What follows belongs to an exercise in optimizing a design on an open flow for small area, a short achievable clock period and few clock cycles; a production flow would make more cautious choices.
At most, simulation tests tie the RTL to the original design; equivalence was not proved.
Power is estimated from default activity; no workload was simulated.

raven:
==> flow/design.v (excerpt) <==
module CPU(
	input clk,
	input rst,
	output [31:0]imem_addr,
	input [31:0]imem_rdata,
	output [31:0]dmem_addr,
	output [31:0]dmem_wdata,
	output dmem_we,
	input [31:0]dmem_rdata
    );
Settings: LEC_CHECK=0, CAP_MARGIN=20, CORE_MARGIN=2, CORE_UTILIZATION=40, SLEW_MARGIN=20, SYNTH_HIERARCHICAL=1; clock period 10.5 ns.
standard.sh (not shown) runs the stock make flow with config.mk's settings and CLKGATE_MAP_FILE= SYNTH_SCRIPT=/design/flow/synth_recipe.tcl, a recipe that flattens the netlist after the stock synthesis.
==> flow/flow/run.sh <==
#!/bin/bash
# Layout flow: the standard synthesis, then the ORFS flow with
#  - combinational cells reset to drive strength 1 before floorplanning,
#  - timing repair aimed at a tighter setup target (SETUP_SLACK_MARGIN),
#  - port buffers of a plain buffer cell.
# Each tool's log goes to the ORFS logs folder; make's output to *.log here.
set -e
F=$(pwd)/flow
bash standard.sh synth > synth.log 2>&1
bash standard.sh \
  SETUP_SLACK_MARGIN=7 TNS_END_PERCENT=100 \
  "BUFFER_PORTS_ARGS=-buffer_cell sky130_fd_sc_hd__buf_4" \
  finish > layout.log 2>&1
==> flow/flow/downsize.tcl <==
# Before floorplanning: put every combinational logic cell at its smallest
# drive strength; timing repair later sizes up the cells that need it.
set db [ord::get_db]
set n 0
foreach inst [[ord::get_db_block] getInsts] {
  set m [[$inst getMaster] getName]
  if {![regexp {^sky130_fd_sc_hd__([a-z0-9]+)_([0-9]+)$} $m -> base sz]} { continue }
  if {$sz <= 1} { continue }
  if {[regexp {^(df|edf|sdf|dl|buf|inv|clk|conb|tap|fill|decap|diode|bufbuf|bufinv|probe|lpflow|macro)} $base]} { continue }
  set new [$db findMaster sky130_fd_sc_hd__${base}_1]
  if {$new eq "NULL" || $new eq ""} { continue }
  $inst swapMaster $new
  incr n
}
puts "downsize: $n cells set to drive strength 1"
raven: all stages complete, timing, DRC and antenna checks passed
Testbench counts of raven, summed over its fixed seeds: cycles 33,368.
For maple, these inputs were changed with respect to raven:
-- flow/flow/run.sh --
<<< raven, line 10
bash standard.sh \
>>> maple, line 10
bash standard.sh PRE_FLOORPLAN_TCL=$F/downsize.tcl \
## What came out
[maple] power consumed by combinational cells fell 5.4% relative to raven
Relative to raven, final period utilization has decreased by 2.3 points in maple.
Per the final summary, maple finished and its layout is clean on timing, DRC and antenna.
When maple is measured against raven, its aggregate global-route resource usage turns out 1.2 points higher.
From raven to maple the numbers moved as follows: arrival time at the worst endpoint went down 0.28 ns, total power after layout moved down, max-cap violation count shows no meaningful change, met1 usage went up by 0.91 points, worst setup slack grew by 0.24 ns.

Another version of the RTL of CPU (not shown whole).
Size: ~4000 cells after synthesis.
clock: 10.5 ns
lec_check: 0
cap_margin: 20
core_margin: 2
core_utilization: 60
cts_buf_list: sky130_fd_sc_hd__clkbuf_8 sky130_fd_sc_hd__clkbuf_16
cts_cluster_diameter: 60
cts_cluster_size: 30
gpl_routability_driven: 0
slew_margin: 20
synth_hierarchical: 1
==> flow/flow/run.sh <==
#!/bin/bash
# Layout flow: the standard synthesis, then the ORFS flow with
#  - combinational cells reset to drive strength 1 before floorplanning,
#  - timing repair aimed at a tighter setup target (SETUP_SLACK_MARGIN),
#  - port buffers of a plain buffer cell.
# Each tool's log goes to the ORFS logs folder; make's output to *.log here.
set -e
F=$(pwd)/flow
bash standard.sh synth > synth.log 2>&1
bash standard.sh PRE_FLOORPLAN_TCL=$F/downsize.tcl \
  SETUP_SLACK_MARGIN=7 TNS_END_PERCENT=100 \
  "BUFFER_PORTS_ARGS=-buffer_cell sky130_fd_sc_hd__buf_2" \
  finish > layout.log 2>&1
Scripts as last shown in full above: flow/flow/downsize.tcl
Testbench counts at the start, summed over its fixed seeds: cycles 30,486.
Edit:
- CORE_UTILIZATION: 60 -> 65
- CTS_BUF_LIST: sky130_fd_sc_hd__clkbuf_8 sky130_fd_sc_hd__clkbuf_16 -> sky130_fd_sc_hd__clkbuf_16
- Now the flow completed and failed the layout checks on max-capacitance violations, max-slew violations
- setup slack got worse by 0.018 ns
- global-route usage is higher by 2.7 points
- clock skew is higher by 0.0088 ns
- final area is lower by 0.97%
- wire length is lower by 2.2%
- worst hold slack improved by 0.0058 ns
- fmax is lower by 0.51%
- register-to-register slack stays flat
- power is lower by 1.9%
- via count is higher by 0.80%
- utilization is higher by 5.0 points

Setup of job 5454:
Another version of the RTL of CPU (not shown whole).
Settings: LEC_CHECK=0, CAP_MARGIN=20, CORE_MARGIN=2, CORE_UTILIZATION=40, CTS_BUF_LIST=sky130_fd_sc_hd__clkbuf_8, CTS_CLUSTER_SIZE=30, SLEW_MARGIN=20, SYNTH_HIERARCHICAL=1; clock period 10.5 ns.
Scripts as last shown in full above: flow/flow/run.sh, flow/flow/downsize.tcl
Job 5454 finished every stage and its layout cleared the timing, DRC and antenna checks.
Relative to job 5454, the following input files were edited for job 4081:
-- flow/config.mk --
<<< job 5454, line 10
export CORE_UTILIZATION = 40
export CTS_BUF_LIST = sky130_fd_sc_hd__clkbuf_8
export CTS_CLUSTER_SIZE = 30
export SLEW_MARGIN = 20
export SYNTH_HIERARCHICAL = 1
>>> job 4081, line 10
export CORE_UTILIZATION = 40
export CTS_BUF_LIST = sky130_fd_sc_hd__clkbuf_8
export CTS_CLUSTER_DIAMETER = 50
export CTS_CLUSTER_SIZE = 20
export SLEW_MARGIN = 20
export SYNTH_HIERARCHICAL = 1
--- outcome ---
- Compared job 4081 vs job 5454, and clock-pin slew on the worst setup and hold paths is up in job 4081.
- Job 4081 has completed all stages; timing, DRC and antenna checks passed.
- Compared with job 5454, job 4081 shows wire length per cell that has gone up slightly.
- Summary of job 4081 over job 5454: summed area of non-filler cells in the final layout down 1100 sq um; total length of routed wires decreased by 1.5% relative to the old numbers; final period demand of the worst path lower.
- Summary of the comparison: critical path depth is lower in job 4081, relative to job 5454.
#### Input delta (job 2522 over job 4081)
==> flow/config.mk <==
export PLATFORM = sky130hd
export DESIGN_NAME = CPU
export DESIGN_NICKNAME = CPU
export VERILOG_FILES = /design/flow/design.v
export SDC_FILE = /design/flow/constraint.sdc
export NUM_CORES = 8
export LEC_CHECK = 0
export CAP_MARGIN = 20
export CORE_MARGIN = 2
export CORE_UTILIZATION = 40
export CTS_BUF_LIST = sky130_fd_sc_hd__clkbuf_16
export CTS_CLUSTER_DIAMETER = 60
export CTS_CLUSTER_SIZE = 30
export SLEW_MARGIN = 20
export SYNTH_HIERARCHICAL = 1
### Flow results
Slowest library cell on the worst path = sky130_fd_sc_hd__nor2_4: job 2522; slowest library cell on the worst path = sky130_fd_sc_hd__dfxtp_4: job 4081
Route | job 2522 vs job 4081 | wire shorter in job 2522
Measured against each other, job 2522 and job 4081 differ in post-route clock period utilization, the lower figure coming from job 4081.
Summary of job 2522 over job 4081: global routing met3 resource utilization decreased 0.29 points, multi-input combinational area share essentially unchanged, depth of the critical timing path with buffers and inverters included increased 2, setup slack decreased 0.078 ns, latest clock arrival within the worst-skew pair decreased 0.15 ns.
Job 4081 vs job 2522, launch point of the worst path: id_rsb[16] vs id_rsb[22]
Sort job 2522 and job 4081 by highest attainable clock frequency, ascending, and job 2522 comes first.
Total power (higher): job 2522
Function was not checked in any run of this note: the RTL went through the layout flow alone.

## build 36
Another version of the RTL of CPU (not shown whole).
For scale: ~4,000 cells after synthesis, roughly 160 I/O pins.
// CPU
module CPU(
	input clk,
	input rst,
	output [31:0]imem_addr,
	input [31:0]imem_rdata,
	output [31:0]dmem_addr,
	output [31:0]dmem_wdata,
	output dmem_we,
	input [31:0]dmem_rdata
    );
==> flow/config.mk <==
export PLATFORM = sky130hd
export DESIGN_NAME = CPU
export DESIGN_NICKNAME = CPU
export VERILOG_FILES = /design/flow/design.v
export SDC_FILE = /design/flow/constraint.sdc
export NUM_CORES = 8
export LEC_CHECK = 0
export CAP_MARGIN = 20
export CORE_MARGIN = 2
export CORE_UTILIZATION = 65
export CTS_BUF_LIST = sky130_fd_sc_hd__clkbuf_16
export CTS_CLUSTER_DIAMETER = 60
export CTS_CLUSTER_SIZE = 30
export SLEW_MARGIN = 20
export SYNTH_HIERARCHICAL = 1
==> flow/constraint.sdc <==
create_clock -name core_clock -period 10.5 [get_ports {clk}]
set_input_delay 2.1000 -clock core_clock [delete_from_list [all_inputs] [get_ports {clk}]]
set_output_delay 2.1000 -clock core_clock [all_outputs]
set_load 0.01 [all_outputs]
Scripts as last shown in full above: flow/flow/run.sh, flow/flow/downsize.tcl
[inputs] build 8 vs build 36
Settings: swapping 65 for 60 in CORE_UTILIZATION.
[summary]
- Build 8 vs build 36: finished layout cell area up in build 8
- Summary — critical path depth, build 8 relative to build 36: lower, by 2.
- For the power of the clock network, build 8 came in about 3% higher than build 36 did.
- Worst setup path endpoint = mem_res[19]: build 8; worst setup path endpoint = mem_res[0]: build 36
- Diff build 36 -> build 8 | via density per instance | down by a few percent
- | reported net switching power | build 8 vs build 36 | 0.80% higher |
- The higher area of the die came out of build 8.
### build 8 -> build 17
Settings: CORE_UTILIZATION: 60 -> 55.
### Flow results
Build 17 vs. build 8: fraction of final layout cells sized beyond drive strength 1 up 1.3 points; count of pins on the block boundary flat.
Changes observed in build 17 relative to build 8: cell-internal power rose by 3.3%; post-cts repair resize count rose by 54; amount of wire on met2 after detailed routing rose by 2.3 mm; setup slack fell by 0.056 ns; leakage power of the design rose by about 1.3%.
Build 17 against build 8: critical path depth saw an increase, global routing usage on met2 went down, clock share of power went up by 2.0 points.
Function was not checked in any run of this note: the RTL went through the layout flow alone.

== old ==
The RTL this note starts from:
==> flow/design.v <==
module CPU(
	input clk,
	input rst,
	output [31:0]imem_addr,
	input [31:0]imem_rdata,
	output [31:0]dmem_addr,
	output [31:0]dmem_wdata,
	output dmem_we,
	input [31:0]dmem_rdata
    );
	reg [9:0] pc;                  
	reg        id_valid;           
	reg [31:1] id_rsa, id_rsb;     
	reg        id_fwa, id_fwb;     
	reg [15:0] id_imm;             
	reg        id_useimm;
	reg        id_sub, id_and, id_or, id_slt;
	reg        id_lw, id_sw, id_beq, id_bgtz, id_pt;
	reg        id_wr;              
	reg [4:0]  id_dest;
	reg [9:0]  id_alt;             
	reg [31:0] mem_res;            
	reg [31:0] mem_sd;             
	reg        mem_we, mem_wb, mem_ld;
	reg [4:0]  mem_dest;
	reg [31:0] rf [1:31];
	wire [31:0] ins = imem_rdata;
	wire [5:0] op = ins[31:26];
	wire [5:0] fn = ins[5:0];
	wire [4:0] f_rs = ins[25:21];
	wire [4:0] f_rt = ins[20:16];
	wire [4:0] f_rd = ins[15:11];
	wire f_rtype = (op == 6'h00) & ((fn == 6'h20) | (fn == 6'h22) | (fn == 6'h24) |
	                                 (fn == 6'h25) | (fn == 6'h2a));
	wire f_addi = (op == 6'h08);
	wire f_lw   = (op == 6'h23);
	wire f_sw   = (op == 6'h2b);
	wire f_beq  = (op == 6'h04);
	wire f_bgtz = (op == 6'h07);
	wire f_j    = (op == 6'h02);
	wire f_pt   = (f_beq | f_bgtz) & ins[15];
	wire f_rdrs = f_rtype | f_addi | f_lw | f_sw | f_beq | f_bgtz;
	wire f_rdrt = f_rtype | f_sw | f_beq;
	wire [4:0] f_dest = f_rtype ? f_rd : f_rt;
	wire f_wr = (f_rtype | f_addi | f_lw) & (f_dest != 5'd0);
	wire [9:0] pc1  = pc + 10'd1;
	wire [9:0] btgt = pc1 + ins[9:0];
	wire [9:0] pred = f_j ? ins[9:0] : (f_pt ? btgt : pc1);
	wire [9:0] alt  = f_pt ? pc1 : btgt;
	wire ex_fire = id_valid;
	reg [31:0] ra, rt;
	integer i;
	always @(*) begin
		ra = {32{id_fwa}} & mem_res;
		rt = {32{id_fwb}} & mem_res;
		for (i = 1; i < 32; i = i + 1) begin
			ra = ra | ({32{id_rsa[i]}} & rf[i]);
			rt = rt | ({32{id_rsb[i]}} & rf[i]);
		end
	end
	wire [31:0] bop = id_useimm ? {{16{id_imm[15]}}, id_imm} : rt;
	wire sub = id_sub | id_slt;
	wire [32:0] sum = {1'b0, ra} + {1'b0, bop ^ {32{sub}}} + {32'd0, sub};
	wire [31:0] res = id_and ? (ra & bop) :
	                  id_or  ? (ra | bop) :
	                  id_slt ? {31'd0, ~sum[32]} : sum[31:0];
	wire eq  = (ra == rt);
	wire gtz = ~ra[31] & (|ra[30:0]);
	wire taken = (id_beq & eq) | (id_bgtz & gtz);
	wire redirect = ex_fire & (id_beq | id_bgtz) & (taken ^ id_pt);
	wire ex_wr_alu = ex_fire & id_wr & ~id_lw;
	wire ex_wr_ld  = ex_fire & id_wr & id_lw;
	wire n_fwa = ex_wr_alu & (f_rs == id_dest);
	wire n_fwb = ex_wr_alu & (f_rt == id_dest);
	wire n_stall = ex_wr_ld & ((f_rdrs & (f_rs == id_dest)) | (f_rdrt & (f_rt == id_dest)));
	always @(posedge clk) begin
		if (rst) begin
			pc <= 10'd0;
			id_valid <= 1'b0;
		end else if (redirect) begin
			pc <= id_alt;
			id_valid <= 1'b0;
		end else if (n_stall) begin
			id_valid <= 1'b0;
		end else begin
			pc <= pred;
			id_valid <= 1'b1;
		end
	end
	integer k;
	always @(posedge clk) begin
		for (k = 1; k < 32; k = k + 1) begin
			id_rsa[k] <= (f_rs == k) & ~n_fwa;
			id_rsb[k] <= (f_rt == k) & ~n_fwb;
		end
		id_fwa <= n_fwa;
		id_fwb <= n_fwb;
		id_imm <= (f_rtype | f_beq) ? 16'd0 : ins[15:0];
		id_useimm <= ~(f_rtype | f_beq);
		id_sub <= f_rtype & (fn == 6'h22);
		id_and <= f_rtype & (fn == 6'h24);
		id_or  <= f_rtype & (fn == 6'h25);
		id_slt <= f_rtype & (fn == 6'h2a);
		id_lw <= f_lw;
		id_sw <= f_sw;
		id_beq <= f_beq;
		id_bgtz <= f_bgtz;
		id_pt <= f_pt;
		id_wr <= f_wr;
		id_dest <= f_dest;
		id_alt <= alt;
	end
	always @(posedge clk) begin
		if (rst) begin
			mem_we <= 1'b0;
			mem_wb <= 1'b0;
		end else begin
			mem_we <= ex_fire & id_sw;
			mem_wb <= ex_fire & id_wr;
		end
		mem_ld <= id_lw;
		mem_dest <= id_dest;
		mem_res <= res;
		mem_sd <= rt;
	end
	assign imem_addr  = {20'd0, pc, 2'b00};
	assign dmem_addr  = mem_res;
	assign dmem_wdata = mem_sd;
	assign dmem_we    = mem_we;
	wire [31:0] wd = mem_ld ? dmem_rdata : mem_res;
	always @(posedge clk)
		if (mem_wb) rf[mem_dest] <= wd;
endmodule
clock: 10.5 ns
lec_check: 0
cap_margin: 20
core_margin: 2
core_utilization: 40
slew_margin: 20
==> flow/flow/run.sh <==
#!/bin/bash
# Standard layout with a larger setup-slack margin for timing repair.
bash standard.sh SETUP_SLACK_MARGIN=7 TNS_END_PERCENT=100 finish > standard.log 2>&1
Edits applied to the flow inputs when going from old to new:
==> flow/flow/run.sh <==
#!/bin/bash
# Standard layout, run through the standard.sh.
bash standard.sh > standard.log 2>&1
Results
- new: PASS, flow complete, no timing, DRC or antenna violations
- old → new: maximum resistive drop on vdd has decreased; final worst-path cycle share increased by 12 points relative to the old numbers.
- The maximum frequency reported for new is smaller than that of old by 0.040 GHz.
- Taking old as the reference, in new area added between synthesis and finish lost 8.0 points, number of failing setup endpoints in the final timing report saw little to no change, static leakage power -about 9%, critical path depth higher.
- met3 usage for new: 3.7 points down relative to old
Function was not checked in any run of this note: the RTL went through the layout flow alone.

static timing again, ports no longer ideal:
The results above use ideal ports. As a check the final layouts listed here were re-extracted and re-timed, cells and wires unchanged.
Step 1 (the two cells are an assumption about what drives the block):
set clk [get_ports {clk}]
set_driving_cell -lib_cell sky130_fd_sc_hd__clkbuf_16 $clk
set_driving_cell -lib_cell sky130_fd_sc_hd__buf_2 [delete_from_list [all_inputs] $clk]
Step 2 adds t to the input delays and takes it off the output delays; t is the mean of the earliest and latest rising clock arrival at the registers after step 1. Input paths then give back, and output paths get back, about the clock's delay inside the block.
Three values: ideal, step 1, step 2; two values: the first two.
run | shift t [ns] | setup WS [ns] | worst hold slack (ns) | worst data-port slew with drivers (ns) | cell pins on the clock port's net
raven | 0.853 | 6.612 / 6.612 / 6.087 | 0.408 / 0.408 / 0.408 | 0.06 | 1
maple | 0.807 | 6.848 / 6.848 / 6.265 | 0.478 / 0.478 / 0.478 | 0.06 | 1
the first run of note 2 | 0.766 | 6.916 / 6.902 / 6.214 | 0.345 / 0.345 / 0.345 | 0.04 | 1
the second run of note 2 | 0.720 | 6.897 / 6.910 / 6.225 | 0.351 / 0.351 / 0.351 | 0.15 | 1
job 5454 | 1.012 | 6.796 / 6.796 / 6.140 | 0.396 / 0.396 / 0.396 | 0.21 | 1
job 4081 | 0.949 | 6.880 / 6.819 / 6.147 | 0.400 / 0.400 / 0.400 | 0.20 | 1
job 2522 | 0.798 | 6.801 / 6.801 / 6.092 | 0.400 / 0.400 / 0.400 | 0.19 | 1
build 36 | 0.756 | 6.593 / 6.593 / 5.967 | 0.368 / 0.368 / 0.368 | 0.13 | 1
build 8 | 0.773 | 6.892 / 6.892 / 6.193 | 0.368 / 0.368 / 0.368 | 0.07 | 1
build 17 | 0.784 | 6.835 / 6.835 / 6.168 | 0.374 / 0.374 / 0.374 | 0.09 | 1
old | 0.812 | 5.552 / 5.552 / 5.552 | 0.404 / 0.404 / 0.404 | 0.09 | 1
new | 0.819 | 4.314 / 4.314 / 4.314 | 0.385 / 0.385 / 0.385 | 0.07 | 1
For job 4081, which loses most, drivers alone change the setup slack by -0.061 ns; drivers and shift together by -0.733 ns.
